Background: an optimization exercise with open tools, aiming at small area. Do not read the settings as production practice.
In this exercise RTL edits were held to simulation tests only and were not proved equivalent to the original.
Power is estimated from default activity; no workload was simulated.

**config.mk**
```make
export PLATFORM = sky130hd
export DESIGN_NAME = top
export DESIGN_NICKNAME = top
export VERILOG_FILES = /design/flow/design.v
export SDC_FILE = /design/flow/constraint.sdc
export NUM_CORES = 4
export LEC_CHECK = 0
export CAP_MARGIN = 20
export CORE_MARGIN = 2
export CORE_UTILIZATION = 70
export CTS_BUF_LIST = sky130_fd_sc_hd__clkbuf_8
export CTS_CLUSTER_DIAMETER = 50
export CTS_CLUSTER_SIZE = 20
export PLACE_DENSITY = 0.85
export SLEW_MARGIN = 20
```
**constraint.sdc**
```tcl
create_clock -name core_clock -period 10.0 [get_ports {Clock}]
set_input_delay 2.0000 -clock core_clock [delete_from_list [all_inputs] [get_ports {Clock}]]
set_output_delay 2.0000 -clock core_clock [all_outputs]
set_load 0.01 [all_outputs]
```
**run.sh**
```bash
#!/bin/bash
# synth_recipe.tcl (not shown) runs the flow's synth.tcl, then flattens the netlist and writes it again
# the make line also repeats each setting of config.mk as NAME=value (left out here)
make -C /OpenROAD-flow-scripts/flow DESIGN_CONFIG=/design/flow/config.mk WORK_HOME=/design/flow/orfs CLKGATE_MAP_FILE= SYNTH_SCRIPT=/design/flow/synth_recipe.tcl finish
```
**design.v**
```verilog
module uart_rx (
   input        i_Clock,
   input        i_Reset,
   input        i_Rx_Serial,
   output       o_Cmd,       
   output       o_Pop,       
   output       o_Hold,      
   output       o_Wr_Win,    
   output [7:0] o_Lane       
   );
  localparam s_IDLE   = 3'b000;
  localparam s_CMD2   = 3'b001;   
  localparam s_CLEAN  = 3'b010;   
  localparam s_CMD1   = 3'b011;   
  localparam s_START  = 3'b100;
  localparam s_STARTC = 3'b101;   
  localparam s_STOP   = 3'b110;
  localparam s_DATA   = 3'b111;
  reg       r_Rx_Data;
  reg [2:0] r_SM;
  reg [6:0] r_Cnt;
  reg [2:0] r_Idx;
  reg       r_Hold;
  reg       r_Miss;
  wire w_Busy  = r_SM[2];
  wire w_Start = r_SM[2] & ~r_SM[1];
  wire w_Data  = (r_SM == s_DATA);
  wire w_Half  = r_Cnt[5] & r_Cnt[3] & r_Cnt[1] & r_Cnt[0];    
  wire w_Full  = r_Cnt[6] & r_Cnt[4] & r_Cnt[2] & r_Cnt[1];    
  wire w_End   = w_Start ? w_Half : w_Full;
  wire w_Samp  = w_Data & w_Full;
  wire [7:0] c_Cmd = 8'h5C;
  wire w_Exp = c_Cmd[r_Idx];
  wire [7:0] w_Cry;
  assign w_Cry[0] = 1'b1;
  genvar c;
  generate
    for (c = 0; c < 7; c = c + 1)
      begin : inc
        assign w_Cry[c+1] = w_Cry[c] & r_Cnt[c];
      end
  endgenerate
  always @(posedge i_Clock)
    begin
      if (i_Reset)
        r_Rx_Data <= 1'b1;
      else
        r_Rx_Data <= i_Rx_Serial;
    end
  always @(posedge i_Clock)
    begin
      r_Cnt <= {7{w_Busy & ~w_End}} & (r_Cnt ^ w_Cry[6:0]);
      if (w_Samp)
        begin
          r_Hold <= r_Rx_Data;
          r_Miss <= ((r_Idx != 0) & r_Miss) | (r_Rx_Data ^ w_Exp);
        end
    end
  always @(posedge i_Clock)
    begin
      if (i_Reset)
        begin
          r_SM  <= s_IDLE;
          r_Idx <= 0;
        end
      else
        begin
          if (w_Samp)
            r_Idx <= r_Idx + 1;
          case (r_SM)
            s_START, s_STARTC :
              if (w_Half)
                r_SM <= r_Rx_Data ? s_IDLE : s_DATA;
              else
                r_SM <= s_START;
            s_DATA :
              if (w_Full && r_Idx == 7)
                r_SM <= s_STOP;
            s_STOP :
              if (w_Full)
                r_SM <= s_CLEAN;
            s_CLEAN :
              r_SM <= s_CMD1;
            s_CMD1 :
              r_SM <= r_Rx_Data ? s_CMD2 : s_STARTC;
            default :
              r_SM <= r_Rx_Data ? s_IDLE : s_START;
          endcase
        end
    end
  assign o_Cmd    = r_SM[0] & ~r_SM[1];
  assign o_Pop    = !r_Miss;
  assign o_Hold   = r_Hold;
  assign o_Wr_Win = (r_Cnt[6:5] == 2'b00) &
                    ((w_Data & (r_Idx != 0)) | (r_SM == s_STOP));
  genvar g;
  generate
    for (g = 0; g < 8; g = g + 1)
      begin : lane
        assign o_Lane[g] = (r_Idx == ((g + 1) % 8));
      end
  endgenerate
endmodule
module uart_tx (
   input        i_Clock,
   input        i_Reset,
   input        i_Rd,        
   input        i_Empty,     
   input        i_Hit,       
   input        i_Bit,       
   output [2:0] o_Lane,
   output       o_Tx_Active,
   output reg   o_Tx_Serial,
   output       o_Tx_Done
   );
  localparam s_IDLE  = 3'b000;
  localparam s_IDLED = 3'b001;   
  localparam s_CLEAN = 3'b010;
  localparam s_PRED  = 3'b011;
  localparam s_PRE   = 3'b100;
  localparam s_DATA  = 3'b101;
  localparam s_START = 3'b110;
  localparam s_STOP  = 3'b111;
  reg [2:0] r_SM;
  reg [6:0] r_Cnt;
  reg [2:0] r_Idx;    
  reg       r_Next;
  reg       r_Zero;
  wire w_Busy  = r_SM[2] & (r_SM[1] | r_SM[0]);
  wire w_Ready = ~r_SM[2] & ~(r_SM[1] & r_SM[0]);
  wire w_Data  = (r_SM == s_DATA);
  wire w_Start = (r_SM == s_START);
  wire w_Full  = r_Cnt[6] & r_Cnt[4] & r_Cnt[2] & r_Cnt[1];    
  wire w_Fetch = (w_Start | w_Data) & (r_Cnt[6:5] == 2'b01) & i_Hit;
  wire [7:0] w_Cry;
  assign w_Cry[0] = 1'b1;
  genvar c;
  generate
    for (c = 0; c < 7; c = c + 1)
      begin : inc
        assign w_Cry[c+1] = w_Cry[c] & r_Cnt[c];
      end
  endgenerate
  always @(posedge i_Clock)
    begin
      r_Cnt <= {7{w_Busy & ~w_Full}} & (r_Cnt ^ w_Cry[6:0]);
      if (w_Fetch)
        r_Next <= i_Bit;
      if (w_Ready & i_Rd)
        r_Zero <= i_Empty;
    end
  always @(posedge i_Clock)
    begin
      if (i_Reset)
        begin
          r_SM        <= s_IDLE;
          r_Idx       <= 0;
          o_Tx_Serial <= 1'b1;
        end
      else
        begin
          if (w_Full && (w_Start || (w_Data && r_Idx != 0)))
            r_Idx <= r_Idx + 1;
          if (w_Start)
            o_Tx_Serial <= 1'b0;
          else if (w_Data)
            begin
              if (r_Cnt == 0)
                o_Tx_Serial <= r_Next & ~r_Zero;
            end
          else
            o_Tx_Serial <= 1'b1;
          case (r_SM)
            s_IDLE, s_IDLED :
              r_SM <= i_Rd ? s_PRE : s_IDLE;
            s_CLEAN :
              r_SM <= i_Rd ? s_PRED : s_IDLED;
            s_PRE, s_PRED :
              r_SM <= s_START;
            s_START :
              if (w_Full)
                r_SM <= s_DATA;
            s_DATA :
              if (w_Full && r_Idx == 0)
                r_SM <= s_STOP;
            s_STOP :
              if (w_Full)
                r_SM <= s_CLEAN;
          endcase
        end
    end
  assign o_Lane      = r_Idx;
  assign o_Tx_Active = w_Busy;
  assign o_Tx_Done   = ~r_SM[2] & (r_SM[1] | r_SM[0]);
endmodule
module synq_fifo (
    input        clk,
    input        rst,
    input        wr_en,      
    input        rd_en,      
    input        lane_wr,    
    input  [7:0] lane_sel,
    input        lane_bit,
    input  [2:0] rd_lane,    
    output       rd_hit,     
    output       rd_bit,
    output       f_empty,
    output       f_full
    );
    reg [7:0] r_Ring [0:31];
    reg [4:0] a_pos, b_pos;
    reg       r_last_push;    
    wire w_eq   = (a_pos == b_pos);
    wire w_pop  = rd_en & ~f_empty;
    wire w_push = wr_en & ~f_full;
    wire w_wr   = lane_wr & (b_pos == 5'd0) & ~f_full;
    wire [5:0] a_bor, b_bor;
    assign a_bor[0] = ~w_pop;
    assign b_bor[0] = ~w_push;
    genvar g;
    generate
        for (g = 0; g < 5; g = g + 1)
        begin : dec
            assign a_bor[g+1] = a_bor[g] & ~a_pos[g];
            assign b_bor[g+1] = b_bor[g] & ~b_pos[g];
        end
    endgenerate
    integer i;
    always @(posedge clk)
    begin
        for (i = 0; i < 31; i = i + 1)
            r_Ring[i] <= r_Ring[i+1];
        r_Ring[31] <= (w_wr ? lane_sel : 8'h00) & {8{lane_bit}} |
                      (w_wr ? ~lane_sel : 8'hFF) & r_Ring[0];
    end
    always @(posedge clk)
    begin
        if (rst)
        begin
            a_pos  <= 0;
            b_pos  <= 0;
            r_last_push <= 0;
        end
        else
        begin
            a_pos <= a_pos ^ a_bor[4:0];
            b_pos <= b_pos ^ b_bor[4:0];
            if (w_pop)
                r_last_push <= 0;
            else if (w_push)
                r_last_push <= 1;
        end
    end
    assign rd_hit  = (a_pos == 5'd1);
    assign rd_bit  = r_Ring[0][rd_lane];
    assign f_empty = w_eq & ~r_last_push;
    assign f_full  = w_eq & r_last_push;
endmodule
module control_logic(
    input  i_Cmd,
    input  i_Pop,
    output o_wr_en,
    output o_rd_en
    );
    assign o_wr_en = i_Cmd & ~i_Pop;
    assign o_rd_en = i_Cmd & i_Pop;
endmodule
module top(
    input Clock,
    input Reset,
    input Rx_Serial,
    output f_full,
    output f_empty,
    output Tx_Active,
    output Tx_Serial,
    output Tx_Done
    );
    wire       cmd, pop, hold, wr_win, rd, wr, hit, rbit;
    wire [7:0] lane;
    wire [2:0] tx_lane;
uart_rx uart_rx_inst(
   .i_Clock(Clock),
   .i_Reset(Reset),
   .i_Rx_Serial(Rx_Serial),
   .o_Cmd(cmd),
   .o_Pop(pop),
   .o_Hold(hold),
   .o_Wr_Win(wr_win),
   .o_Lane(lane)
   );
control_logic control_logic_inst(
    .i_Cmd(cmd),
    .i_Pop(pop),
    .o_wr_en(wr),
    .o_rd_en(rd)
    );
synq_fifo synq_fifo_inst(
    .clk(Clock),
    .rst(Reset),
    .wr_en(wr),
    .rd_en(rd),
    .lane_wr(wr_win),
    .lane_sel(lane),
    .lane_bit(hold),
    .rd_lane(tx_lane),
    .rd_hit(hit),
    .rd_bit(rbit),
    .f_empty(f_empty),
    .f_full(f_full)
    );
uart_tx uart_tx_inst(
   .i_Clock(Clock),
   .i_Reset(Reset),
   .i_Rd(rd),
   .i_Empty(f_empty),
   .i_Hit(hit),
   .i_Bit(rbit),
   .o_Lane(tx_lane),
   .o_Tx_Active(Tx_Active),
   .o_Tx_Serial(Tx_Serial),
   .o_Tx_Done(Tx_Done)
   );
endmodule
```
==> results of run 1 <==
metal layers:
| metal | vias up | wire length [um] | GRT usage [%] |
|---|---|---|---|
| met5 | - | 13 | 0 |
| met4 | 2 | 336 | 7.88 |
| met3 | 31 | 351 | 3.87 |
| met2 | 59 | 4650 | 30.2 |
| met1 | 1642 | 4820 | 24.9 |
| li1 | 1699 | - | - |
final timing paths:
path | from | end | slack, ns | depth (start not counted)
min reg2reg | synq_fifo_inst.r_Ring[13][7] | synq_fifo_inst.r_Ring[12][7] | 0.32 | 0
max | synq_fifo_inst.b_pos[1] | f_empty | 5.38 | 5
max reg2reg | synq_fifo_inst.b_pos[1] | synq_fifo_inst.b_pos[4] | 7.43 | 10
min | synq_fifo_inst.r_Ring[13][7] | synq_fifo_inst.r_Ring[12][7] | 0.32 | 0
sequential cells by signal (all words and copies together), names as in the netlist:
register / cells
uart_tx_inst.r_SM: 3
uart_tx_inst.r_Idx: 3
uart_rx_inst.r_SM: 3
uart_rx_inst.r_Rx_Data: 1
uart_tx_inst.r_Cnt: 7
uart_rx_inst.r_Hold: 1
synq_fifo_inst.r_last_push: 1
uart_rx_inst.r_Cnt: 7
synq_fifo_inst.b_pos: 5
uart_rx_inst.r_Idx: 3
uart_tx_inst.r_Zero: 1
uart_tx_inst.o_Tx_Serial: 1
uart_rx_inst.r_Miss: 1
synq_fifo_inst.r_Ring: 256
uart_tx_inst.r_Next: 1
synq_fifo_inst.a_pos: 5
synthesized netlist by cell type (2+ instances only):
cell / number / share of area [%]
a21oi_1: 14 / 0.94
edfxtp_1: 4 / 1.6
nand4_1: 2 / 0.17
nor2_1: 23 / 1.2
ha_1: 27 / 4.5
and4_1: 2 / 0.23
xnor2_1: 5 / 0.58
nor4_1: 2 / 0.17
nand2b_1: 4 / 0.33
clkbuf_1: 5 / 0.25
nand2_1: 14 / 0.70
nor3_1: 4 / 0.27
o21ai_0: 11 / 0.73
buf_2: 3 / 0.20
xor2_1: 4 / 0.47
a311oi_1: 8 / 0.94
clkbuf_2: 2 / 0.13
mux4_2: 2 / 0.60
and2_1: 13 / 1.1
dfxtp_1: 295 / 79
mux2_1: 8 / 1.2
nor4b_1: 2 / 0.23
inv_1: 25 / 1.3
o211ai_1: 2 / 0.20
nand3_1: 4 / 0.27
a211oi_1: 2 / 0.20
and3_1: 4 / 0.33
nor2b_1: 6 / 0.50
where the power goes:
part	internal, mW	total (mW)	switching, mW
Combinational	0.0210	0.0506	0.0296
Sequential	1.20	1.21	0.0105
Clock	0.206	0.537	0.331
Total	1.43	1.80	0.371
area by class of cell:
class | instances | area (um2) | area share (%)
inverters | 25 | 93.8 | 1.17
well taps | 136 | 170 | 2.12
multi-input cells | 177 | 1330 | 16.6
clock buffers | 19 | 262 | 3.26
flip-flops and latches | 299 | 6030 | 75.2
clock inverters | 6 | 65.1 | 0.812
repair buffers | 7 | 70.1 | 0.874
cells by family after synthesis:
kind of cell	share of synthesized area (%)
DFF	80.4
buffers and inverters	1.84
AOI/OAI and AO/OA	4.12
adders and majority gates	4.51
muxes	2.09
and+or+nand+nor	5.96
xor gates and xnor gates	1.05
worst register-to-register path, cell delays in order, from the launching register on:
cell and delay (ns):
dfxtp_1 0.43, inv_1 0.11, a221oi_2 0.60, nand2_1 0.22, o211ai_1 0.23, ha_1 0.19, ha_1 0.17, ha_1 0.16
ha_1 0.16, xnor2_1 0.12, nor2_1 0.05
cell usage in the layout (no fill, tap or decap), types with 4 or more instances in the layout:
| cell type | count |
|---|---|
| a21oi_1 | 14 |
| a311oi_1 | 8 |
| and2_1 | 13 |
| and3_1 | 4 |
| clkbuf_8 | 19 |
| clkdlybuf4s50_1 | 7 |
| dfxtp_1 | 295 |
| edfxtp_1 | 4 |
| ha_1 | 27 |
| inv_1 | 27 |
| mux2_1 | 8 |
| nand2_1 | 14 |
| nand2b_1 | 4 |
| nand3_1 | 4 |
| nor2_1 | 23 |
| nor2b_1 | 6 |
| nor3_1 | 4 |
| o21ai_0 | 11 |
| xnor2_1 | 5 |
| xor2_1 | 4 |
stage by stage:
| stage | utilization, % | setup slack (ns) | power [mW] | instance area, um2 | std cells |
|---|---|---|---|---|---|
| 6_report | 77.3 | 5.38 | 1.80 | 8020 | 669 |
| 5_1_grt | 77.3 | 5.20 | 1.86 | 8020 | 669 |
| 4_1_cts | 77.3 | 5.36 | 1.82 | 8020 | 669 |
| 3_5_place_dp | 74.1 | 5.96 | 1.29 | 7690 | 644 |
| 3_3_place_gp | 74.1 | 6.11 | 1.28 | 7690 | 644 |
| 2_1_floorplan | - | 6.67 | 1.27 | 7490 | 511 |
==> impl_metrics.env, run 1 <==
export IMPL_outcome="complete, no violations"
export IMPL_fillers=610
export IMPL_synth_area_per_cell_um2=14.7
export IMPL_clock_skew_ns=0.0131
export IMPL_coreArea_um2=10400
export IMPL_crit_chain="inv_1 > a221oi_2 > nand2_1 > nor2_1 > clkdlybuf4s50_1"
export IMPL_slew_violations=0
export IMPL_max_slew_margin_pct=37.4
export IMPL_maxCapViolCount=0
export IMPL_start_kind="flip-flop"
export IMPL_peakVddDrop_mv=0.191
export IMPL_num_rows=37
export IMPL_synth_seq_area_share_pct=80.4
export IMPL_dieArea_um2=11500
export IMPL_post_cts_repair_setup_buffers=0
export IMPL_cts_root_buffer="clkbuf_8"
export IMPL_hpwlAfterDp_um=6660
export IMPL_die_x_um=107
export IMPL_grt_usage_pct=18.7
export IMPL_syn_nets=541
export IMPL_area_delta_synth_final_pct=6.98
export IMPL_setup_viol=0
export IMPL_worstSetupEndpointType="primary output"
export IMPL_ys_flop_type="dfxtp_1"
export IMPL_synth_cells=511
export IMPL_crit_type="reg -> out"
export IMPL_grt_pass1_wl_um=16800
export IMPL_drc=0
export IMPL_antenna_found_initial=1
export IMPL_cp_max_fo=9
export IMPL_htreeDepth=1
export IMPL_clk_pin_slew_worst_paths_ns=0.11
export IMPL_initial_utilization_pct=72.2
export IMPL_syn_area_um2=7490
export IMPL_dr_pass1_iters=4
export IMPL_routed_via_density=5.13
export IMPL_antenna_left=0
export IMPL_fin_crit_ns=4.62
export IMPL_layout_nets=559
export IMPL_io_buffers=7
export IMPL_clock_latency_ns=0.51
export IMPL_worst_pin_slew_ns=0.937
export IMPL_clockBufferDepth=3
export IMPL_rsz0062_at_grt="false"
export IMPL_grt_overflow=0
export IMPL_yosys_warnings=4
export IMPL_cts_sinks=299
export IMPL_drive_gt1_share_pct=5.44
export IMPL_place_congestion=0.832
export IMPL_io_pins=8
export IMPL_n_antenna_cell=0
export IMPL_async_reset_ff_share_pct=0
export IMPL_required_ns=8.00
export IMPL_cp_top_family="buffers and inverters"
export IMPL_synth_seq_cells=299
export IMPL_path_buf_inv=2
export IMPL_grt_max_degree=26
export IMPL_critPathSlowestCell="a221oi_2"
export IMPL_finalWirelength_um=10200
export IMPL_cts_resized=0
export IMPL_synth_edf_count=4
export IMPL_hold_ws_ns=0.318
export IMPL_holdBufCountCts=0
export IMPL_timing_fmax_mhz=216
export IMPL_grt_pass1_vias=3486
export IMPL_power_leakage_nw=3.22
export IMPL_synth_cell_types=42
export IMPL_setup_tns_ns=0
export IMPL_vias=3433
export IMPL_tritoncts="built"
export IMPL_max_stage_delay_ns=0.60
export IMPL_drtIter0Drc=153
export IMPL_numCtsBuffers=19
export IMPL_hold_viol=0
export IMPL_arrival_ns=2.62
export IMPL_hold_path_class="reg -> reg"
export IMPL_fin_crit_sh_pct=46.2
export IMPL_die_h_um=107
export IMPL_powerDensity_nw_per_um2=225
export IMPL_detail_route_wl_per_cell_um=15.2
==> run 2: changes to the inputs <==
--- a/design.v
+++ b/design.v
@@ -25,9 +25,7 @@
   wire w_Busy  = r_SM[2];
   wire w_Start = r_SM[2] & ~r_SM[1];
   wire w_Data  = (r_SM == s_DATA);
-  wire w_Half  = r_Cnt[5] & r_Cnt[3] & r_Cnt[1] & r_Cnt[0];    
   wire w_Full  = r_Cnt[6] & r_Cnt[4] & r_Cnt[2] & r_Cnt[1];    
-  wire w_End   = w_Start ? w_Half : w_Full;
   wire w_Samp  = w_Data & w_Full;
   wire [7:0] c_Cmd = 8'h5C;
   wire w_Exp = c_Cmd[r_Idx];
@@ -49,7 +47,7 @@
     end
   always @(posedge i_Clock)
     begin
-      r_Cnt <= {7{w_Busy & ~w_End}} & (r_Cnt ^ w_Cry[6:0]);
+      r_Cnt <= w_Busy ? ({7{~w_Full}} & (r_Cnt ^ w_Cry[6:0])) : 7'd43;
       if (w_Samp)
         begin
           r_Hold <= r_Rx_Data;
@@ -69,7 +67,7 @@
             r_Idx <= r_Idx + 1;
           case (r_SM)
             s_START, s_STARTC :
-              if (w_Half)
+              if (w_Full)
                 r_SM <= r_Rx_Data ? s_IDLE : s_DATA;
               else
                 r_SM <= s_START;
@@ -165,7 +163,7 @@
             o_Tx_Serial <= 1'b0;
           else if (w_Data)
             begin
-              if (r_Cnt == 0)
+              if (r_Cnt[6:5] == 2'b00)
                 o_Tx_Serial <= r_Next & ~r_Zero;
             end
           else
==> run 2 against run 1 <==
  * Sequential power about the same
  * Sequential share of layout area increased by 0.85 points
  * Cell count decreased by 2.4%
  * Sequential cell count unchanged
  * Synthesized area decreased by 1.3%
==> impl_metrics.env, run 2 <==
export IMPL_routed_via_density=5.00
export IMPL_r2r_start="uart_rx_inst.r_SM[0]"
export IMPL_dieArea_um2=11400
export IMPL_drc=0
export IMPL_setup_tns_ns=0
export IMPL_vias=3264
export IMPL_grt_max_degree=26
export IMPL_mostFrequentLayoutCells="295 x dfxtp_1, 26 x ha_1, 22 x nor2_1, 22 x inv_1, 19 x clkbuf_8"
export IMPL_yosysMostFrequentCell="dfxtp_1"
export IMPL_outcome="complete, no violations"
export IMPL_grt_usage_pct=18.2
export IMPL_num_rows=37
export IMPL_cts_resized=0
export IMPL_required_ns=8.00
export IMPL_powerDensity_nw_per_um2=226
export IMPL_synth_cells=495
export IMPL_arrival_ns=2.35
export IMPL_worstSetupEndpointType="primary output"
export IMPL_hold_ws_ns=0.323
export IMPL_antenna_left=0
export IMPL_synth_area_per_cell_um2=14.9
export IMPL_start_kind="flip-flop"
export IMPL_fin_crit_ns=4.35
export IMPL_ff2ff_path_depth=8
export IMPL_timing_fmax_mhz=230
export IMPL_min_from="synq_fifo_inst.r_Ring[13][6]"
export IMPL_cts_root_buffer="clkbuf_8"
export IMPL_slew_violations=0
export IMPL_finalWirelength_um=9750
export IMPL_final_common_cell="dfxtp_1"
export IMPL_yosys_warnings=4
export IMPL_synth_largest_area_cell="dfxtp_1"
export IMPL_hold_depth=0
export IMPL_synth_area_leaders="dfxtp_1 80%, ha_1 4.4%, edfxtp_1 1.6%, xnor2_1 1.2%, nor2_1 1.1%"
export IMPL_fin_ws_ns=5.65
export IMPL_holdBufCountCts=0
export IMPL_place_congestion=0.767
export IMPL_clk_pin_slew_worst_paths_ns=0.11
export IMPL_io_pins=8
export IMPL_synth_common_cells="295 x dfxtp_1, 26 x ha_1, 22 x nor2_1, 21 x inv_1, 14 x o21ai_0"
export IMPL_grt_pass1_vias=3317
export IMPL_synth_seq_cells=299
export IMPL_place_ws_ns=6.19
export IMPL_yosys_area_top_type_share_pct=79.9
export IMPL_r2r_slack_ns=7.60
export IMPL_synth_cell_types=40
export IMPL_fin_crit_sh_pct=43.5
export IMPL_htreeDepth=1
export IMPL_r2r_end="synq_fifo_inst.a_pos[4]"
export IMPL_clock_skew_ns=0.0145
export IMPL_worst_pin_slew_ns=0.890
export IMPL_clockBufferDepth=3
export IMPL_dr_pass1_iters=5
export IMPL_syn_nets=524
export IMPL_drive_gt1_share_pct=6.38
export IMPL_grt_pass1_wl_um=16200
export IMPL_ys_flop_type="dfxtp_1"
export IMPL_max_slew_margin_pct=40.5
export IMPL_die_h_um=107
export IMPL_setup_viol=0
export IMPL_hold_end="synq_fifo_inst.r_Ring[12][6]"
export IMPL_synth_seq_area_share_pct=81.5
export IMPL_crit_type="reg -> out"
export IMPL_n_antenna_cell=0
export IMPL_cts_sinks=299
export IMPL_rsz0062_at_grt="false"
export IMPL_numCtsBuffers=19
export IMPL_synth_edf_count=4
export IMPL_hpwlAfterDp_um=6120
export IMPL_reg_largest_list="synq_fifo_inst.r_Ring x256, uart_rx_inst.r_Cnt x7, uart_tx_inst.r_Cnt x7"
export IMPL_post_cts_repair_setup_buffers=0
export IMPL_async_reset_ff_share_pct=0
export IMPL_clock_latency_ns=0.51
export IMPL_cp_max_fo=11
export IMPL_peakVddDrop_mv=0.174
export IMPL_coreArea_um2=10300
export IMPL_power_leakage_nw=3.15
export IMPL_hold_path_class="reg -> reg"
export IMPL_syn_area_um2=7390
export IMPL_maxCapViolCount=0
export IMPL_initial_utilization_pct=71.9
export IMPL_hold_viol=0
export IMPL_area_delta_synth_final_pct=7.19
export IMPL_layout_nets=543
export IMPL_drtIter0Drc=157
export IMPL_die_x_um=107
export IMPL_grt_overflow=0
export IMPL_io_buffers=7
export IMPL_antenna_found_initial=0
export IMPL_detail_route_wl_per_cell_um=14.9
export IMPL_tritoncts="built"
export IMPL_regMostFlops="synq_fifo_inst.r_Ring"
export IMPL_largest_reg_flops=256
[run 2: layer usage]
| metal | vias to the layer above | routed length, um | track usage [%] |
|---|---|---|---|
| li1 | 1646 | - | - |
| met1 | 1538 | 4410 | 24.1 |
| met2 | 53 | 4730 | 30.3 |
| met3 | 27 | 310 | 3.40 |
| met4 | 0 | 300 | 6.31 |
| met5 | - | 0 | 0 |
[run 2: cell families (layout without fill, tap and decap cells)]
kind of cell / count (synthesis) / after routing / share of synthesized area [%]
XOR/XNOR: 11 / 11 / 1.30
AO/OA/AOI/OAI: 43 / 43 / 3.93
adder cells (fa/ha/maj): 26 / 26 / 4.40
buffers and inverters: 30 / 52 / 1.52
AND/OR/NAND/NOR: 74 / 74 / 5.23
multiplexers: 12 / 12 / 2.12
flip-flops: 299 / 299 / 81.5
[run 2: area by class of cell]
type                    count  area (um2)
inverters                  21        78.8
repair buffers              7        70.1
well taps                 136         170
clock inverters             5        63.8
fillers                   595        2350
flip-flops and latches    299        6030
multi-input cells         166        1250
clock buffers              19         262
[run 2: how the worst max path moves through the flow]
stage	start	slack [ns]	end
2_1_floorplan	synq_fifo_inst.b_pos[4]	6.87	f_empty
3_3_place_gp	synq_fifo_inst.b_pos[0]	6.27	f_empty
3_5_place_dp	synq_fifo_inst.b_pos[4]	6.19	f_empty
4_1_cts	synq_fifo_inst.b_pos[4]	5.63	f_empty
5_1_grt	synq_fifo_inst.b_pos[4]	5.46	f_empty
6_report	synq_fifo_inst.b_pos[4]	5.65	f_empty
[run 2: per-stage QoR]
step | util [%] | std cells | power, mW | instance area, um2
floorplan | - | 495 | 1.27 | 7390
global placement | 73.9 | 629 | 1.28 | 7600
detailed placement | 73.9 | 629 | 1.29 | 7600
CTS | 77.1 | 653 | 1.81 | 7930
global route | 77.1 | 653 | 1.86 | 7930
finish | 77.1 | 653 | 1.79 | 7930
[run 2: critical path: stages (launching register included)]
cell and delay (ns):
dfxtp_1 0.40, xnor2_1 0.14, nand3_1 0.32, nand3b_1 0.29
nor2_1 0.14, clkdlybuf4s50_1 0.56
[run 2: report_power, final]
group	internal, mW	switching [mW]
Combinational	0.0218	0.0237
Sequential	1.20	0.00918
Clock	0.205	0.327
Total	1.43	0.360
==> run 3: changes to the inputs <==
==> flow/run.sh (new file) <==
#!/bin/bash
# Standard layout; the clock tree is built without dummy loads and the
# ports get the smallest buffer.
export CTS_ARGS="-sink_clustering_enable -repair_clock_nets -sink_clustering_size 40 -sink_clustering_max_diameter 50 -buf_list sky130_fd_sc_hd__clkbuf_16 -dont_use_dummy_load"
export BUFFER_PORTS_ARGS="-buffer_cell sky130_fd_sc_hd__buf_1"
bash standard.sh > standard.log 2>&1
==> standard.sh (new file) <==
#!/bin/bash
# synth_recipe.tcl (not shown) runs the flow's synth.tcl, then flattens the netlist and writes it again
# the make line also repeats each setting of config.mk as NAME=value (left out here)
make -C /OpenROAD-flow-scripts/flow DESIGN_CONFIG=/design/flow/config.mk WORK_HOME=/design/flow/orfs CLKGATE_MAP_FILE= SYNTH_SCRIPT=/design/flow/synth_recipe.tcl "${@:-finish}"
removed: run.sh
==> run 3 against run 2 <==
  * Highest routed layer unchanged
  * Critical path type unchanged
  * First-iteration DRC count is 25% lower
  * Global-route usage is 0.46 points higher
  * Worst setup slack improved by 0.49 ns
  * Still clean on timing, DRC and antenna
  * Sequential share of layout area is 0.060 points lower
  * Worst hold slack got worse by 0.031 ns
  * Non-clock buffer count did not move
  * Sequential cell count did not move
  * Combinational power fell by 4%
  * Wire length is 2.8% higher
==> impl_metrics.env, run 3 <==
export IMPL_synth_seq_cells=299
export IMPL_grt_pass1_vias=3314
export IMPL_die_h_um=107
export IMPL_grt_busiest_layer="met2"
export IMPL_synth_cell_types=40
export IMPL_worst_pin_slew_ns=1.08
export IMPL_num_rows=37
export IMPL_io_pins=8
export IMPL_setup_viol=0
export IMPL_numCtsBuffers=15
export IMPL_die_x_um=107
export IMPL_io_buffers=7
export IMPL_reg_largest_list="synq_fifo_inst.r_Ring x256, uart_rx_inst.r_Cnt x7, uart_tx_inst.r_Cnt x7"
export IMPL_largest_reg_flops=256
export IMPL_fin_crit_sh_pct=38.6
export IMPL_vias=3224
export IMPL_cts_sinks=299
export IMPL_finalWirelength_um=10000
export IMPL_detail_route_wl_per_cell_um=15.6
export IMPL_grtUsageMet3_pct=2.98
export IMPL_cp_max_fo=11
export IMPL_synth_largest_area_cell="dfxtp_1"
export IMPL_cts_resized=0
export IMPL_rsz0062_at_grt="false"
export IMPL_required_ns=8.00
export IMPL_synth_cells=495
export IMPL_powerDensity_nw_per_um2=233
export IMPL_holdBufCountCts=0
export IMPL_worstSetupEndpointType="primary output"
export IMPL_mostFrequentLayoutCells="295 x dfxtp_1, 26 x ha_1, 22 x nor2_1, 21 x inv_1, 15 x clkbuf_16"
export IMPL_grt_use_met1_pct=24.2
export IMPL_hpwlAfterDp_um=6200
export IMPL_dr_pass1_iters=4
export IMPL_peakVddDrop_mv=0.197
export IMPL_power_leakage_nw=3.15
export IMPL_syn_nets=524
export IMPL_tritoncts="built"
export IMPL_clockBufferDepth=3
export IMPL_antenna_left=0
export IMPL_yosys_area_top_type_share_pct=79.9
export IMPL_max_slew_margin_pct=28.0
export IMPL_synth_edf_count=4
export IMPL_cts_root_buffer="clkbuf_16"
export IMPL_n_antenna_cell=0
export IMPL_arrival_ns=1.86
export IMPL_drc=0
export IMPL_hold_path_class="reg -> reg"
export IMPL_dieArea_um2=11400
export IMPL_post_cts_repair_setup_buffers=0
export IMPL_crit_type="reg -> out"
export IMPL_grt_overflow=0
export IMPL_htreeDepth=1
export IMPL_yosysMostFrequentCell="dfxtp_1"
export IMPL_clock_skew_ns=0.0627
export IMPL_initial_utilization_pct=71.9
export IMPL_total_power_mw=1.85
export IMPL_regMostFlops="synq_fifo_inst.r_Ring"
export IMPL_clk_pin_slew_worst_paths_ns=0.13
export IMPL_yosys_warnings=4
export IMPL_setup_tns_ns=0
export IMPL_start_kind="flip-flop"
export IMPL_synth_area_per_cell_um2=14.9
export IMPL_timing_fmax_mhz=259
export IMPL_fin_crit_ns=3.86
export IMPL_ys_flop_type="dfxtp_1"
export IMPL_slew_violations=0
export IMPL_final_common_cell="dfxtp_1"
export IMPL_layout_nets=539
export IMPL_synth_seq_area_share_pct=81.5
export IMPL_drive_gt1_share_pct=4.92
export IMPL_grt_max_degree=41
export IMPL_grt_pass1_wl_um=16600
export IMPL_grtUsageMet2_pct=32.6
export IMPL_drtIter0Drc=118
export IMPL_grt_usage_pct=18.6
export IMPL_maxCapViolCount=0
export IMPL_area_delta_synth_final_pct=7.28
export IMPL_fillers=602
export IMPL_hold_viol=0
export IMPL_outcome="complete, no violations"
export IMPL_coreArea_um2=10300
export IMPL_synth_area_leaders="dfxtp_1 80%, ha_1 4.4%, edfxtp_1 1.6%, xnor2_1 1.2%, nor2_1 1.1%"
export IMPL_async_reset_ff_share_pct=0
export IMPL_synth_common_cells="295 x dfxtp_1, 26 x ha_1, 22 x nor2_1, 21 x inv_1, 14 x o21ai_0"
export IMPL_hold_ws_ns=0.293
export IMPL_antenna_found_initial=0
export IMPL_clock_latency_ns=0.49
export IMPL_syn_area_um2=7390
export IMPL_place_congestion=0.773
export IMPL_r2r_slack_ns=7.68
export IMPL_routed_via_density=5.01
-- run 3: cell counts after synthesis --
Identical to the previous run, type by type.
-- run 3: through the flow --
stage	instances	worst slack, ns	utilization [%]	cell area [um2]
6_report	644	6.14	77.2	7930
3_3_place_gp	629	6.65	73.5	7560
3_5_place_dp	629	6.60	73.5	7560
5_1_grt	644	5.95	77.2	7930
4_1_cts	644	6.11	77.2	7930
2_1_floorplan	495	6.87	-	7390
-- run 3: metal layers --
metal,up-vias,wire [um]
met3,17,264
met1,1540,4640
met5,-,0
li1,1629,-
met2,38,4900
met4,0,223
-- run 3: area by class of cell --
type	instances	area, um2	share of cell area [%]
Clock buffer	15	375	4.73
Inverter	21	78.8	0.994
Multi-Input combinational cell	166	1250	15.8
Sequential cell	299	6030	76.0
Tap cell	136	170	2.15
Timing Repair Buffer	7	26.3	0.331
-- run 3: final timing paths --
kind         cells after the start                    startpoint                      endpoint
min reg2reg                      0  synq_fifo_inst.r_Ring[31][7]  synq_fifo_inst.r_Ring[30][7]
max                              5       synq_fifo_inst.a_pos[3]                       f_empty
max reg2reg                      8          uart_rx_inst.r_SM[0]       synq_fifo_inst.a_pos[4]
min                              0  synq_fifo_inst.r_Ring[31][7]  synq_fifo_inst.r_Ring[30][7]
-- run 3: critical path: stages (launching register included) --
cell and delay, ns:
dfxtp_1 0.38, xnor2_1 0.15, nand3_1 0.32, nand3b_1 0.29, nor2_1 0.13, buf_1 0.16
-- run 3: cell families after synthesis --
group,Yosys count,share of synthesized area (%)
multiplexers,12,2.12
XOR/XNOR,11,1.30
buffers and inverters,30,1.52
AND/OR/NAND/NOR,74,5.23
flip-flops,299,81.5
AO/OA/AOI/OAI,43,3.93
adder cells (fa/ha/maj),26,4.40
-- run 3: report_power, final --
part	leakage, nW	total (mW)	internal, mW	switching, mW
logic	0.545	0.0438	0.0198	0.0239
clock network	0.185	0.595	0.270	0.326
registers	2.42	1.21	1.20	0.00944
==> run 4: changes to the inputs <==
==> flow/run.sh (replaced) <==
#!/bin/bash
# Standard layout; the clock tree is built without dummy loads and the
# ports get the smallest buffer.
export CTS_ARGS="-sink_clustering_enable -repair_clock_nets -sink_clustering_size 12 -sink_clustering_max_diameter 35 -buf_list sky130_fd_sc_hd__clkbuf_4 -dont_use_dummy_load"
export BUFFER_PORTS_ARGS="-buffer_cell sky130_fd_sc_hd__buf_1"
bash standard.sh > standard.log 2>&1
==> run 4 against run 3 <==
  * Die area did not move
  * Still clean on timing, DRC and antenna
  * Cell count is 2.6% higher
  * Clock power shrank 24%
  * Largest cell class unchanged
  * Synthesized cell count unchanged
==> impl_metrics.env, run 4 <==
export IMPL_outcome="complete, no violations"
export IMPL_holdBufCountCts=0
export IMPL_synth_fa_ha_area_share_pct=4.40
export IMPL_grt_usage_pct=17.9
export IMPL_finalWirelength_um=9550
export IMPL_arrival_ns=2.02
export IMPL_synth_area_leaders="dfxtp_1 80%, ha_1 4.4%, edfxtp_1 1.6%, xnor2_1 1.2%, nor2_1 1.1%"
export IMPL_finalInstanceArea_um2=7800
export IMPL_drc=0
export IMPL_ys_flop_type="dfxtp_1"
export IMPL_yosys_warnings=4
export IMPL_maxCapViolCount=0
export IMPL_synth_cell_types=40
export IMPL_final_common_cell="dfxtp_1"
export IMPL_setup_viol=0
export IMPL_die_h_um=107
export IMPL_dieArea_um2=11400
export IMPL_hold_viol=0
export IMPL_numCtsBuffers=31
export IMPL_rsz0062_at_grt="false"
export IMPL_synth_xor_area_share_pct=1.30
export IMPL_drive_gt1_share_pct=8.00
export IMPL_io_pins=8
export IMPL_clock_latency_ns=0.63
export IMPL_cp_top_family="simple AND/OR/NAND/NOR gates"
export IMPL_synth_cells=495
export IMPL_vias=3330
export IMPL_synth_seq_area_share_pct=81.5
export IMPL_syn_area_um2=7390
export IMPL_synth_top_family_by_area="simple AND/OR/NAND/NOR gates"
export IMPL_io_buffers=7
export IMPL_initial_utilization_pct=71.9
export IMPL_async_reset_ff_share_pct=0
export IMPL_slew_violations=0
export IMPL_critPathSlowestCell="dfxtp_1"
export IMPL_peakVddDrop_mv=0.145
export IMPL_timing_fmax_mhz=248
export IMPL_placed_area_um2=7560
export IMPL_place_congestion=0.773
export IMPL_grt_max_degree=26
export IMPL_max_slew_margin_pct=51.6
export IMPL_start_kind="flip-flop"
export IMPL_coreArea_um2=10300
export IMPL_regMostFlops="synq_fifo_inst.r_Ring"
export IMPL_synth_simple_area_share_pct=5.23
export IMPL_num_rows=37
export IMPL_drtIter0Drc=118
export IMPL_grt_pass1_wl_um=16100
export IMPL_synth_common_cells="295 x dfxtp_1, 26 x ha_1, 22 x nor2_1, 21 x inv_1, 14 x o21ai_0"
export IMPL_synth_compound_area_share_pct=3.93
export IMPL_dr_pass1_iters=4
export IMPL_antenna_left=0
export IMPL_clockBufferDepth=3
export IMPL_power_leakage_nw=3.11
export IMPL_fin_crit_ns=4.02
export IMPL_clock_skew_ns=0.0748
export IMPL_grt_pass1_vias=3419
export IMPL_routed_via_density=5.04
export IMPL_antenna_found_initial=0
export IMPL_yosysMostFrequentCell="dfxtp_1"
export IMPL_crit_chain="xnor2_1 > nand3_1 > nand3b_1 > nor2_1 > buf_1"
export IMPL_hpwlAfterDp_um=6200
export IMPL_mostFrequentLayoutCells="295 x dfxtp_1, 31 x clkbuf_4, 26 x ha_1, 22 x nor2_1, 21 x inv_1"
export IMPL_crit_type="reg -> out"
export IMPL_htreeDepth=1
export IMPL_area_delta_synth_final_pct=5.50
export IMPL_synth_area_per_cell_um2=14.9
export IMPL_syn_nets=524
export IMPL_cts_sinks=299
export IMPL_cp_max_fo=11
export IMPL_worst_pin_slew_ns=0.719
export IMPL_post_cts_repair_setup_buffers=0
export IMPL_setup_tns_ns=0
export IMPL_detail_route_wl_per_cell_um=14.5
export IMPL_reg_largest_list="synq_fifo_inst.r_Ring x256, uart_rx_inst.r_Cnt x7, uart_tx_inst.r_Cnt x7"
export IMPL_yosys_area_top_type_share_pct=79.9
export IMPL_hold_path_class="reg -> reg"
export IMPL_max_stage_delay_ns=0.39
export IMPL_required_ns=8.00
export IMPL_largest_reg_flops=256
export IMPL_clk_pin_slew_worst_paths_ns=0.10
export IMPL_synth_area_mux_share_pct=2.12
export IMPL_cts_resized=0
export IMPL_worstSetupEndpointType="primary output"
export IMPL_cts_root_buffer="clkbuf_4"
export IMPL_synth_edf_count=4
export IMPL_layout_nets=556
export IMPL_grt_overflow=0
export IMPL_fin_util_pct=75.9
export IMPL_die_x_um=107
export IMPL_path_buf_inv=1
export IMPL_synth_largest_area_cell="dfxtp_1"
export IMPL_tritoncts="built"
export IMPL_n_antenna_cell=0
export IMPL_synth_seq_cells=299
export IMPL_total_power_mw=1.71
export IMPL_fin_crit_sh_pct=40.2
export IMPL_powerDensity_nw_per_um2=219
[run 4: cell count changes in the layout (fill, tap and decap cells not counted)]
cell | previous run | this run
buf_6 | 0 | 1
clkbuf_16 | 15 | 0
clkbuf_4 | 0 | 31
[run 4: where the power goes]
group          switching (mW)  internal, mW
combinational          0.0238        0.0202
clock                   0.313         0.143
sequential            0.00928          1.20
total                   0.346          1.37
[run 4: logic make-up after synthesis]
group                      after synthesis
buffers and inverters                   30
AOI/OAI and AO/OA                       43
and+or+nand+nor                         74
DFF                                    299
muxes                                   12
xor gates and xnor gates                11
adders and majority gates               26
[run 4: final cells by class]
cell class              instances  area, um2
flip-flops and latches        299       6030
fillers                       634       2480
multi-input cells             166       1250
clock buffers                  31        233
well taps                     136        170
inverters                      21       78.8
repair buffers                  8       37.5
[run 4: worst paths after layout]
| check | startpoint | end | slack, ns | cells after the start |
|---|---|---|---|---|
| hold reg to reg | synq_fifo_inst.r_Ring[19][7] | synq_fifo_inst.r_Ring[18][7] | 0.30 | 0 |
| setup / recovery | synq_fifo_inst.b_pos[4] | f_empty | 5.98 | 5 |
| hold / removal | synq_fifo_inst.r_Ring[19][7] | synq_fifo_inst.r_Ring[18][7] | 0.30 | 0 |
| setup reg to reg | uart_rx_inst.r_Idx[0] | synq_fifo_inst.r_Ring[31][6] | 7.75 | 6 |
[run 4: routing by layer]
layer	track usage (%)	share of wire (%)	up-vias
met5	0	0	-
met4	5.47	1.4	0
met3	3.77	2.9	13
met2	30.0	49	42
met1	23.5	47	1605
li1	-	-	1670
[run 4: through the flow]
stage | setup WS, ns | cells | hold slack, ns
floorplan | 6.87 | 495 | 0.310
global placement | 6.65 | 629 | 0.311
detailed placement | 6.60 | 629 | 0.312
CTS | 5.93 | 660 | 0.295
global route | 5.76 | 661 | 0.306
finish | 5.98 | 661 | 0.298
==> run 5: changes to the inputs <==
==> flow/run.sh (replaced) <==
#!/bin/bash
# Standard layout; the clock tree is built without dummy loads and the
# ports get the smallest buffer.
export CTS_ARGS="-sink_clustering_enable -repair_clock_nets -sink_clustering_size 14 -sink_clustering_max_diameter 30 -buf_list sky130_fd_sc_hd__clkbuf_4 -dont_use_dummy_load"
export BUFFER_PORTS_ARGS="-buffer_cell sky130_fd_sc_hd__buf_1"
bash standard.sh > standard.log 2>&1
==> run 5 against run 4 <==
  * Sequential power is essentially flat
  * Global-route usage increased by 0.24 points
  * Clock power is 7.3% higher
  * Non-clock buffer count stayed put
  * Wire length increased by 0.77%
  * Worst hold slack worse by 0.029 ns
  * Combinational power hardly changed
  * Clock-buffer cell count rose by 5
  * Critical path depth did not move
  * Worst setup slack better by 0.067 ns
  * Largest cell class unchanged
==> impl_metrics.env, run 5 <==
export IMPL_dr_pass1_iters=4
export IMPL_antenna_left=0
export IMPL_hold_depth=0
export IMPL_clockBufferDepth=3
export IMPL_die_h_um=107
export IMPL_hold_viol=0
export IMPL_fin_crit_ns=3.96
export IMPL_fin_crit_sh_pct=39.6
export IMPL_cp_max_fo=11
export IMPL_die_x_um=107
export IMPL_syn_area_um2=7390
export IMPL_reg_largest_list="synq_fifo_inst.r_Ring x256, uart_rx_inst.r_Cnt x7, uart_tx_inst.r_Cnt x7"
export IMPL_num_rows=37
export IMPL_worst_pin_slew_ns=0.730
export IMPL_grt_usage_pct=18.1
export IMPL_routed_via_density=5.03
export IMPL_peakVddDrop_mv=0.149
export IMPL_detail_route_wl_per_cell_um=14.5
export IMPL_start_kind="flip-flop"
export IMPL_htreeDepth=2
export IMPL_clkPwrFrac_pct=28.0
export IMPL_tritoncts="built"
export IMPL_synth_area_leaders="dfxtp_1 80%, ha_1 4.4%, edfxtp_1 1.6%, xnor2_1 1.2%, nor2_1 1.1%"
export IMPL_final_common_cell="dfxtp_1"
export IMPL_required_ns=8.00
export IMPL_ff2ff_path_depth=6
export IMPL_crit_type="reg -> out"
export IMPL_grt_pass1_vias=3436
export IMPL_drtIter0Drc=103
export IMPL_synth_area_per_cell_um2=14.9
export IMPL_grt_pass1_wl_um=16200
export IMPL_synth_common_cells="295 x dfxtp_1, 26 x ha_1, 22 x nor2_1, 21 x inv_1, 14 x o21ai_0"
export IMPL_yosys_area_top_type_share_pct=79.9
export IMPL_synth_edf_count=4
export IMPL_numCtsBuffers=36
export IMPL_max_stage_delay_ns=0.38
export IMPL_async_reset_ff_share_pct=0
export IMPL_swShare_pct=20.3
export IMPL_synth_seq_cells=299
export IMPL_ys_flop_type="dfxtp_1"
export IMPL_setup_tns_ns=0
export IMPL_finalInstanceArea_um2=7840
export IMPL_place_congestion=0.773
export IMPL_antenna_found_initial=0
export IMPL_internal_power_mw=1.39
export IMPL_placed_area_um2=7560
export IMPL_crit_chain="xnor2_1 > nand3_1 > nand3b_1 > nor2_1 > buf_1"
export IMPL_holdBufCountCts=0
export IMPL_drc=0
export IMPL_arrival_ns=1.96
export IMPL_largest_reg_flops=256
export IMPL_clock_latency_ns=0.58
export IMPL_initial_utilization_pct=71.9
export IMPL_post_cts_repair_setup_buffers=0
export IMPL_area_delta_synth_final_pct=6.01
export IMPL_hold_path_class="reg -> reg"
export IMPL_regMostFlops="synq_fifo_inst.r_Ring"
export IMPL_grt_use_met1_pct=23.1
export IMPL_rsz0062_at_grt="false"
export IMPL_yosys_warnings=4
export IMPL_synth_largest_area_cell="dfxtp_1"
export IMPL_max_slew_margin_pct=50.8
export IMPL_grtUsageMet2_pct=30.0
export IMPL_synth_cell_types=40
export IMPL_power_leakage_nw=3.13
export IMPL_io_pins=8
export IMPL_mostFrequentLayoutCells="295 x dfxtp_1, 36 x clkbuf_4, 26 x ha_1, 22 x nor2_1, 21 x inv_1"
export IMPL_grtUsageMet3_pct=4.86
export IMPL_drive_gt1_share_pct=8.87
export IMPL_grt_busiest_layer="met2"
export IMPL_cts_sinks=299
export IMPL_syn_nets=524
export IMPL_grt_overflow=0
export IMPL_yosysMostFrequentCell="dfxtp_1"
export IMPL_seqPwrFrac_pct=69.5
export IMPL_worstSetupEndpointType="primary output"
export IMPL_grt_max_degree=26
export IMPL_fin_util_pct=76.3
export IMPL_coreArea_um2=10300
export IMPL_power_switching_mw=0.354
export IMPL_clk_pin_slew_worst_paths_ns=0.12
export IMPL_synth_cells=495
export IMPL_io_buffers=7
export IMPL_layout_nets=561
export IMPL_clock_skew_ns=0.0792
export IMPL_finalWirelength_um=9630
export IMPL_power_frac_comb_pct=2.5
export IMPL_vias=3350
export IMPL_cts_root_buffer="clkbuf_4"
export IMPL_critPathSlowestCell="dfxtp_1"
export IMPL_slew_violations=0
export IMPL_powerDensity_nw_per_um2=222
export IMPL_cts_resized=0
export IMPL_hpwlAfterDp_um=6200
export IMPL_dieArea_um2=11400
export IMPL_maxCapViolCount=0
export IMPL_synth_seq_area_share_pct=81.5
export IMPL_n_antenna_cell=0
export IMPL_timing_fmax_mhz=253
export IMPL_outcome="complete, no violations"
export IMPL_setup_viol=0
## run 5: critical path: cells and delay by family (launching register included)
| family | cells | cell delay [ns] |
|---|---|---|
| XOR/XNOR | 1 | 0.14 |
| buffers and inverters | 1 | 0.17 |
| flip-flops | 1 | 0.38 |
| AND/OR/NAND/NOR | 3 | 0.73 |
## run 5: metrics by stage
step	power [mW]	cells	hold slack [ns]	setup slack, ns
2_1_floorplan	1.27	495	0.310	6.87
3_3_place_gp	1.28	629	0.311	6.65
3_5_place_dp	1.28	629	0.312	6.60
4_1_cts	1.76	665	0.267	6.02
5_1_grt	1.81	666	0.258	5.81
6_report	1.74	666	0.269	6.04
## run 5: kinds of logic (layout without fill, tap and decap cells)
group           Yosys count  in the layout  share of synthesized area (%)
mux                      12             12                           2.12
flops                   299            299                           81.5
simple gates             74             74                           5.23
fa+ha+maj                26             26                           4.40
xor+xnor                 11             11                           1.30
buf+inv                  30             65                           1.52
compound gates           43             43                           3.93
## run 5: final timing paths
path / startpoint / to / slack (ns)
max: synq_fifo_inst.b_pos[3] / f_empty / 6.04
min: synq_fifo_inst.r_Ring[8][4] / synq_fifo_inst.r_Ring[7][4] / 0.27
min reg2reg: synq_fifo_inst.r_Ring[8][4] / synq_fifo_inst.r_Ring[7][4] / 0.27
max reg2reg: uart_rx_inst.r_Idx[1] / synq_fifo_inst.r_Ring[31][6] / 7.73
## run 5: power by group through the flow
stage	combinational [mW]	clock [mW]	sequential [mW]
finish	0.0439	0.488	1.21
global route	0.0511	0.549	1.21
CTS	0.0443	0.504	1.21
detailed placement	0.0439	0	1.24
global placement	0.0410	0	1.24
floorplan	0.0372	0	1.24
## run 5: layout make-up
| cell class | instances | area [um2] |
|---|---|---|
| well taps | 136 | 170 |
| fillers | 627 | 2440 |
| repair buffers | 8 | 37.5 |
| inverters | 21 | 78.8 |
| clock buffers | 36 | 270 |
| flip-flops and latches | 299 | 6030 |
| multi-input cells | 166 | 1250 |
## run 5: routing by layer
layer | up-vias | share of wire, %
met4 | 0 | 1.5
met3 | 16 | 3.9
li1 | 1687 | -
met2 | 57 | 48
met5 | - | 0
met1 | 1590 | 47
==> run 6: changes to the inputs <==
==> flow/run.sh (replaced) <==
#!/bin/bash
# Standard layout; the clock tree is built without dummy loads and the
# ports get the smallest buffer.
export CTS_ARGS="-sink_clustering_enable -repair_clock_nets -sink_clustering_size 12 -sink_clustering_max_diameter 45 -buf_list sky130_fd_sc_hd__clkbuf_4 -dont_use_dummy_load"
export BUFFER_PORTS_ARGS="-buffer_cell sky130_fd_sc_hd__buf_1"
bash standard.sh > standard.log 2>&1
==> run 6 against run 5 <==
  * Still clean
  * Clock power down about 10%
  * Synthesized cell count is the same
  * Clock-buffer cell count shrank 8
  * First-iteration DRC count is 54% higher
  * Final area is 0.77% lower
  * Utilization is 0.58 points lower
  * Maximum frequency fell by 1.5%
  * Worst setup slack got worse by 0.061 ns
  * Die area unchanged
  * Critical path depth stayed put
  * Combinational power about the same
  * Critical endpoint unchanged
==> impl_metrics.env, run 6 <==
export IMPL_synth_seq_area_share_pct=81.5
export IMPL_fin_ws_ns=5.98
export IMPL_place_ws_ns=6.60
export IMPL_synth_edf_count=4
export IMPL_maxCapViolCount=0
export IMPL_mostFrequentLayoutCells="295 x dfxtp_1, 28 x clkbuf_4, 26 x ha_1, 22 x nor2_1, 21 x inv_1"
export IMPL_coreArea_um2=10300
export IMPL_drive_gt1_share_pct=7.47
export IMPL_met1_length_um=4540
export IMPL_synth_cells=495
export IMPL_synth_area_per_cell_um2=14.9
export IMPL_n_antenna_cell=0
export IMPL_top_layer="met4"
export IMPL_layout_nets=553
export IMPL_vias=3319
export IMPL_rsz0062_at_grt="false"
export IMPL_htreeDepth=1
export IMPL_io_buffers=7
export IMPL_synth_common_cells="295 x dfxtp_1, 26 x ha_1, 22 x nor2_1, 21 x inv_1, 14 x o21ai_0"
export IMPL_dr_pass1_iters=4
export IMPL_grt_pass1_vias=3405
export IMPL_final_common_cell="dfxtp_1"
export IMPL_path_buf_inv=1
export IMPL_async_reset_ff_share_pct=0
export IMPL_grt_max_degree=26
export IMPL_syn_area_um2=7390
export IMPL_placed_area_um2=7560
export IMPL_startpoint="synq_fifo_inst.b_pos[4]"
export IMPL_cp_max_fo=11
export IMPL_critPathSlowestCell="dfxtp_1"
export IMPL_required_ns=8.00
export IMPL_drtIter0Drc=159
export IMPL_synth_largest_area_cell="dfxtp_1"
export IMPL_clk_pin_slew_worst_paths_ns=0.12
export IMPL_worst_pin_slew_ns=0.718
export IMPL_max_slew_margin_pct=51.7
export IMPL_worstSetupEndpointType="primary output"
export IMPL_clock_skew_ns=0.0172
export IMPL_timing_fmax_mhz=249
export IMPL_cts_sinks=299
export IMPL_fin_crit_sh_pct=40.2
export IMPL_powerDensity_nw_per_um2=218
export IMPL_power_leakage_nw=3.10
export IMPL_r2r_slack_ns=7.73
export IMPL_wl_met3_um=248
export IMPL_peakVddDrop_mv=0.144
export IMPL_crit_chain="xnor2_1 > nand3_1 > nand3b_1 > nor2_1 > buf_1"
export IMPL_num_rows=37
export IMPL_die_h_um=107
export IMPL_numCtsBuffers=28
export IMPL_setup_viol=0
export IMPL_fin_crit_ns=4.02
export IMPL_grt_usage_pct=17.8
export IMPL_cp_top_family="simple AND/OR/NAND/NOR gates"
export IMPL_crit_type="reg -> out"
export IMPL_initial_utilization_pct=71.9
export IMPL_grt_pass1_wl_um=16200
export IMPL_setup_tns_ns=0
export IMPL_die_x_um=107
export IMPL_fin_util_pct=75.7
export IMPL_area_delta_synth_final_pct=5.20
export IMPL_drc=0
export IMPL_finalInstanceArea_um2=7780
export IMPL_syn_nets=524
export IMPL_yosys_warnings=4
export IMPL_ff2ff_path_depth=6
export IMPL_crit_end="f_empty"
export IMPL_largest_reg_flops=256
export IMPL_r2r_end="synq_fifo_inst.r_Ring[31][6]"
export IMPL_antenna_left=0
export IMPL_hpwlAfterDp_um=6200
export IMPL_cts_resized=0
export IMPL_synth_area_leaders="dfxtp_1 80%, ha_1 4.4%, edfxtp_1 1.6%, xnor2_1 1.2%, nor2_1 1.1%"
export IMPL_yosysMostFrequentCell="dfxtp_1"
export IMPL_wl_met2_um=4620
export IMPL_antenna_found_initial=0
export IMPL_synth_seq_cells=299
export IMPL_hold_viol=0
export IMPL_regMostFlops="synq_fifo_inst.r_Ring"
export IMPL_arrival_ns=2.02
export IMPL_place_congestion=0.773
export IMPL_outcome="complete, no violations"
export IMPL_hold_path_class="reg -> reg"
export IMPL_finalWirelength_um=9530
export IMPL_routed_via_density=5.04
export IMPL_yosys_area_top_type_share_pct=79.9
export IMPL_hold_ws_ns=0.329
export IMPL_cts_root_buffer="clkbuf_4"
export IMPL_slew_violations=0
export IMPL_reg_largest_list="synq_fifo_inst.r_Ring x256, uart_rx_inst.r_Cnt x7, uart_tx_inst.r_Cnt x7"
export IMPL_holdBufCountCts=0
export IMPL_ys_flop_type="dfxtp_1"
export IMPL_r2r_start="uart_rx_inst.r_Idx[0]"
export IMPL_grt_overflow=0
export IMPL_tritoncts="built"
export IMPL_clock_latency_ns=0.60
export IMPL_post_cts_repair_setup_buffers=0
export IMPL_detail_route_wl_per_cell_um=14.5
export IMPL_cp_depth=5
export IMPL_dieArea_um2=11400
export IMPL_io_pins=8
export IMPL_start_kind="flip-flop"
export IMPL_max_stage_delay_ns=0.40
export IMPL_synth_cell_types=40
export IMPL_clockBufferDepth=3
[run 6: cell counts after synthesis]
No cell type changed its count.
[run 6: cell type report]
class	instances	area, um2
Clock buffer	28	210
Tap cell	136	170
Timing Repair Buffer	8	37.5
Fill cell	635	2500
Inverter	21	78.8
Sequential cell	299	6030
Multi-Input combinational cell	166	1250
[run 6: how the worst min path moves through the flow]
stage / from / endpoint / slack [ns] / cells past startpoint
6_report: synq_fifo_inst.r_Ring[7][7] / synq_fifo_inst.r_Ring[6][7] / 0.33 / 0
3_3_place_gp: synq_fifo_inst.r_Ring[3][2] / synq_fifo_inst.r_Ring[2][2] / 0.31 / 0
3_5_place_dp: synq_fifo_inst.r_Ring[21][7] / synq_fifo_inst.r_Ring[20][7] / 0.31 / 0
5_1_grt: synq_fifo_inst.r_Ring[3][6] / synq_fifo_inst.r_Ring[2][6] / 0.33 / 0
4_1_cts: synq_fifo_inst.r_Ring[5][6] / synq_fifo_inst.r_Ring[4][6] / 0.33 / 0
2_1_floorplan: synq_fifo_inst.r_Ring[1][0] / synq_fifo_inst.r_Ring[0][0] / 0.31 / 0
[run 6: cells by family (layout without fill, tap and decap cells)]
group	Yosys count	in the layout	share of synthesized area [%]
fa+ha+maj	26	26	4.40
simple gates	74	74	5.23
buf+inv	30	57	1.52
compound gates	43	43	3.93
xor+xnor	11	11	1.30
flops	299	299	81.5
mux	12	12	2.12
[run 6: metal layers]
metal	vias up	GRT usage [%]
met5	-	0
met3	15	3.10
li1	1665	-
met2	54	30.2
met1	1585	23.6
met4	0	5.84
[run 6: report_power, final]
group | internal, mW | switching, mW
Combinational | 0.0202 | 0.0237
Clock | 0.129 | 0.308
Sequential | 1.20 | 0.00927
Total | 1.35 | 0.341
[run 6: through the flow]
stage	total power [mW]	instances
3_3_place_gp	1.28	629
5_1_grt	1.76	658
6_report	1.69	658
2_1_floorplan	1.27	495
3_5_place_dp	1.28	629
4_1_cts	1.71	657
[run 6: worst register-to-register path: cells and delay by family (launching register included)]
| kind | cells | cell delay [ns] |
|---|---|---|
| AOI/OAI and AO/OA | 2 | 0.75 |
| adders and majority gates | 1 | 0.22 |
| buffers and inverters | 1 | 0.10 |
| DFF | 1 | 0.44 |
| muxes | 1 | 0.40 |
| and+or+nand+nor | 1 | 0.23 |
==> run 7: changes to the inputs <==
==> flow/run.sh (replaced) <==
#!/bin/bash
# Standard layout; the clock tree is built without dummy loads and the
# ports get the smallest buffer.
export CTS_ARGS="-sink_clustering_enable -repair_clock_nets -sink_clustering_size 20 -sink_clustering_max_diameter 50 -buf_list sky130_fd_sc_hd__clkbuf_8 -dont_use_dummy_load"
export BUFFER_PORTS_ARGS="-buffer_cell sky130_fd_sc_hd__buf_1"
bash standard.sh > standard.log 2>&1
==> run 7 against run 6 <==
  * Wire length increased by 2.6%
  * Power rose by 3.1%
  * Die area unchanged
  * Worst hold slack got worse by 0.043 ns
  * Sequential power about the same
  * Register-to-register slack about the same
  * Highest routed layer unchanged
==> impl_metrics.env, run 7 <==
export IMPL_clk_pin_slew_worst_paths_ns=0.11
export IMPL_largest_reg_flops=256
export IMPL_antenna_found_initial=0
export IMPL_tritoncts="built"
export IMPL_place_ws_ns=6.60
export IMPL_yosys_area_top_type_share_pct=79.9
export IMPL_hpwlAfterDp_um=6200
export IMPL_htreeDepth=1
export IMPL_worst_pin_slew_ns=0.715
export IMPL_vias=3283
export IMPL_max_stage_delay_ns=0.40
export IMPL_place_congestion=0.773
export IMPL_post_cts_repair_setup_buffers=0
export IMPL_r2r_slack_ns=7.73
export IMPL_slew_violations=0
export IMPL_holdBufCountCts=0
export IMPL_coreArea_um2=10300
export IMPL_clock_latency_ns=0.49
export IMPL_worstSetupEndpointType="primary output"
export IMPL_io_pins=8
export IMPL_hold_ws_ns=0.286
export IMPL_rsz0062_at_grt="false"
export IMPL_timing_fmax_mhz=257
export IMPL_synth_largest_area_cell="dfxtp_1"
export IMPL_place_inst=629
export IMPL_grt_overflow=0
export IMPL_synth_edf_count=4
export IMPL_fin_ws_ns=6.10
export IMPL_critPathSlowestCell="dfxtp_1"
export IMPL_initial_utilization_pct=71.9
export IMPL_grt_pass1_wl_um=16200
export IMPL_min_from="synq_fifo_inst.r_Ring[23][7]"
export IMPL_io_buffers=7
export IMPL_cts_resized=0
export IMPL_start_kind="flip-flop"
export IMPL_fin_crit_ns=3.90
export IMPL_finalWirelength_um=9780
export IMPL_hold_depth=0
export IMPL_powerDensity_nw_per_um2=223
export IMPL_outcome="complete, no violations"
export IMPL_regMostFlops="synq_fifo_inst.r_Ring"
export IMPL_r2r_end="synq_fifo_inst.r_Ring[31][6]"
export IMPL_n_antenna_cell=0
export IMPL_grt_usage_pct=18.2
export IMPL_dieArea_um2=11400
export IMPL_mostFrequentLayoutCells="295 x dfxtp_1, 26 x ha_1, 22 x nor2_1, 21 x inv_1, 19 x clkbuf_8"
export IMPL_die_h_um=107
export IMPL_area_delta_synth_final_pct=5.89
export IMPL_final_cells=649
export IMPL_peakVddDrop_mv=0.210
export IMPL_setup_viol=0
export IMPL_r2r_start="uart_rx_inst.r_Idx[0]"
export IMPL_required_ns=8.00
export IMPL_arrival_ns=1.90
export IMPL_layout_nets=544
export IMPL_cts_sinks=299
export IMPL_ys_flop_type="dfxtp_1"
export IMPL_dr_pass1_iters=4
export IMPL_drive_gt1_share_pct=5.85
export IMPL_fin_crit_sh_pct=39.0
export IMPL_cts_root_buffer="clkbuf_8"
export IMPL_drc=0
export IMPL_power_leakage_nw=3.10
export IMPL_routed_via_density=5.06
export IMPL_synth_common_cells="295 x dfxtp_1, 26 x ha_1, 22 x nor2_1, 21 x inv_1, 14 x o21ai_0"
export IMPL_yosys_warnings=4
export IMPL_syn_nets=524
export IMPL_grt_max_degree=26
export IMPL_finalInstanceArea_um2=7830
export IMPL_grt_pass1_vias=3340
export IMPL_syn_area_um2=7390
export IMPL_synth_seq_area_share_pct=81.5
export IMPL_async_reset_ff_share_pct=0
export IMPL_max_slew_margin_pct=51.8
export IMPL_detail_route_wl_per_cell_um=15.1
export IMPL_synth_cells=495
export IMPL_yosysMostFrequentCell="dfxtp_1"
export IMPL_drtIter0Drc=124
export IMPL_hold_end="synq_fifo_inst.r_Ring[22][7]"
export IMPL_die_x_um=107
export IMPL_crit_chain="xnor2_1 > nand3_1 > nand3b_1 > nor2_1 > buf_1"
export IMPL_synth_area_leaders="dfxtp_1 80%, ha_1 4.4%, edfxtp_1 1.6%, xnor2_1 1.2%, nor2_1 1.1%"
export IMPL_synth_area_per_cell_um2=14.9
export IMPL_synth_seq_cells=299
export IMPL_reg_largest_list="synq_fifo_inst.r_Ring x256, uart_rx_inst.r_Cnt x7, uart_tx_inst.r_Cnt x7"
export IMPL_numCtsBuffers=19
export IMPL_num_rows=37
export IMPL_hold_viol=0
export IMPL_hold_path_class="reg -> reg"
export IMPL_ff2ff_path_depth=6
export IMPL_antenna_left=0
export IMPL_setup_tns_ns=0
export IMPL_placed_area_um2=7560
export IMPL_synth_cell_types=40
export IMPL_clockBufferDepth=3
export IMPL_final_common_cell="dfxtp_1"
export IMPL_crit_type="reg -> out"
export IMPL_cp_max_fo=11
export IMPL_maxCapViolCount=0
export IMPL_clock_skew_ns=0.0378
==> run 7: changes by cell type in the layout (fill, tap and decap cells not counted), sizes merged <==
cell / change
clkbuf: -9
==> run 7: cells by family after synthesis <==
kind of cell	after synthesis	synth area share (%)
compound gates	43	3.93
xor+xnor	11	1.30
fa+ha+maj	26	4.40
buf+inv	30	1.52
flops	299	81.5
mux	12	2.12
simple gates	74	5.23
==> run 7: where the power goes <==
group | internal, mW | leakage, nW | total (mW) | switching [mW]
logic | 0.0202 | 0.551 | 0.0439 | 0.0237
registers | 1.20 | 2.42 | 1.21 | 0.00927
clock network | 0.173 | 0.137 | 0.491 | 0.318
==> run 7: per-stage QoR <==
step / util [%] / power (mW)
after global routing: 76.2 / 1.81
after detailed placement: 73.5 / 1.28
after global placement: 73.5 / 1.28
final: 76.2 / 1.75
after CTS: 76.1 / 1.76
after floorplan: - / 1.27
==> run 7: layer usage <==
metal  track usage (%)  wire (um)  vias up  share of wire (%)
li1                  -          -     1639                  -
met1              23.6       4560     1589                 47
met2              31.5       4790       38                 49
met3              3.47        278       17                2.8
met4              4.92        143        0                1.5
met5                 0          0        -                  0
==> run 7: layout make-up <==
type	instances	area (um2)
repair buffers	8	37.5
flip-flops and latches	299	6030
well taps	136	170
multi-input cells	166	1250
fillers	615	2450
inverters	21	78.8
clock buffers	19	262
==> run 7: critical path: cells and delay by family, from the launching register on <==
kind / cells / cell delay, ns
and+or+nand+nor: 3 / 0.71
xor gates and xnor gates: 1 / 0.13
buffers and inverters: 1 / 0.16
DFF: 1 / 0.40
==> run 7: how the worst max path moves through the flow <==
stage | cells after the start | to | slack [ns] | startpoint
floorplan | 5 | f_empty | 6.87 | synq_fifo_inst.b_pos[4]
global placement | 5 | f_empty | 6.65 | synq_fifo_inst.b_pos[0]
detailed placement | 5 | f_empty | 6.60 | synq_fifo_inst.b_pos[4]
CTS | 5 | f_empty | 6.06 | synq_fifo_inst.b_pos[4]
global route | 5 | f_empty | 5.88 | synq_fifo_inst.a_pos[4]
finish | 5 | f_empty | 6.10 | synq_fifo_inst.b_pos[4]

## afterwards: timing with drivers on the ports
Ports are ideal in the flow. The routed layouts listed here were re-timed in OpenROAD. Step 1 sets driving cells, clkbuf_16 on the clock port and buf_2 on the other inputs (assumed; they add their load-dependent delay and slew). Step 2 also shifts input and output timing later by t, the mid clock arrival at the registers, as if the neighbouring blocks saw the same clock. Slacks: ideal / step 1 / step 2; pairs: ideal / step 1.
run	t (ns)	slack for setup (ns)	worst setup path after step 2	latest minus earliest clock arrival (ns)	cell pins on the clock port's net
run 1	0.539	5.376 / 5.340 / 5.879	register to output	0.023 / 0.022	1
run 2	0.537	5.654 / 5.621 / 6.158	register to output	0.020 / 0.020	1
run 3	0.500	6.142 / 6.105 / 6.604	register to output	0.063 / 0.063	1
run 4	0.621	5.975 / 5.944 / 6.565	register to output	0.075 / 0.076	1
run 5	0.576	6.042 / 6.011 / 6.586	register to output	0.079 / 0.079	1
run 6	0.620	5.981 / 5.953 / 6.573	register to output	0.023 / 0.024	1
run 7	0.516	6.102 / 6.067 / 6.583	register to output	0.049 / 0.049	1
After both steps setup and hold are still met in every run listed.
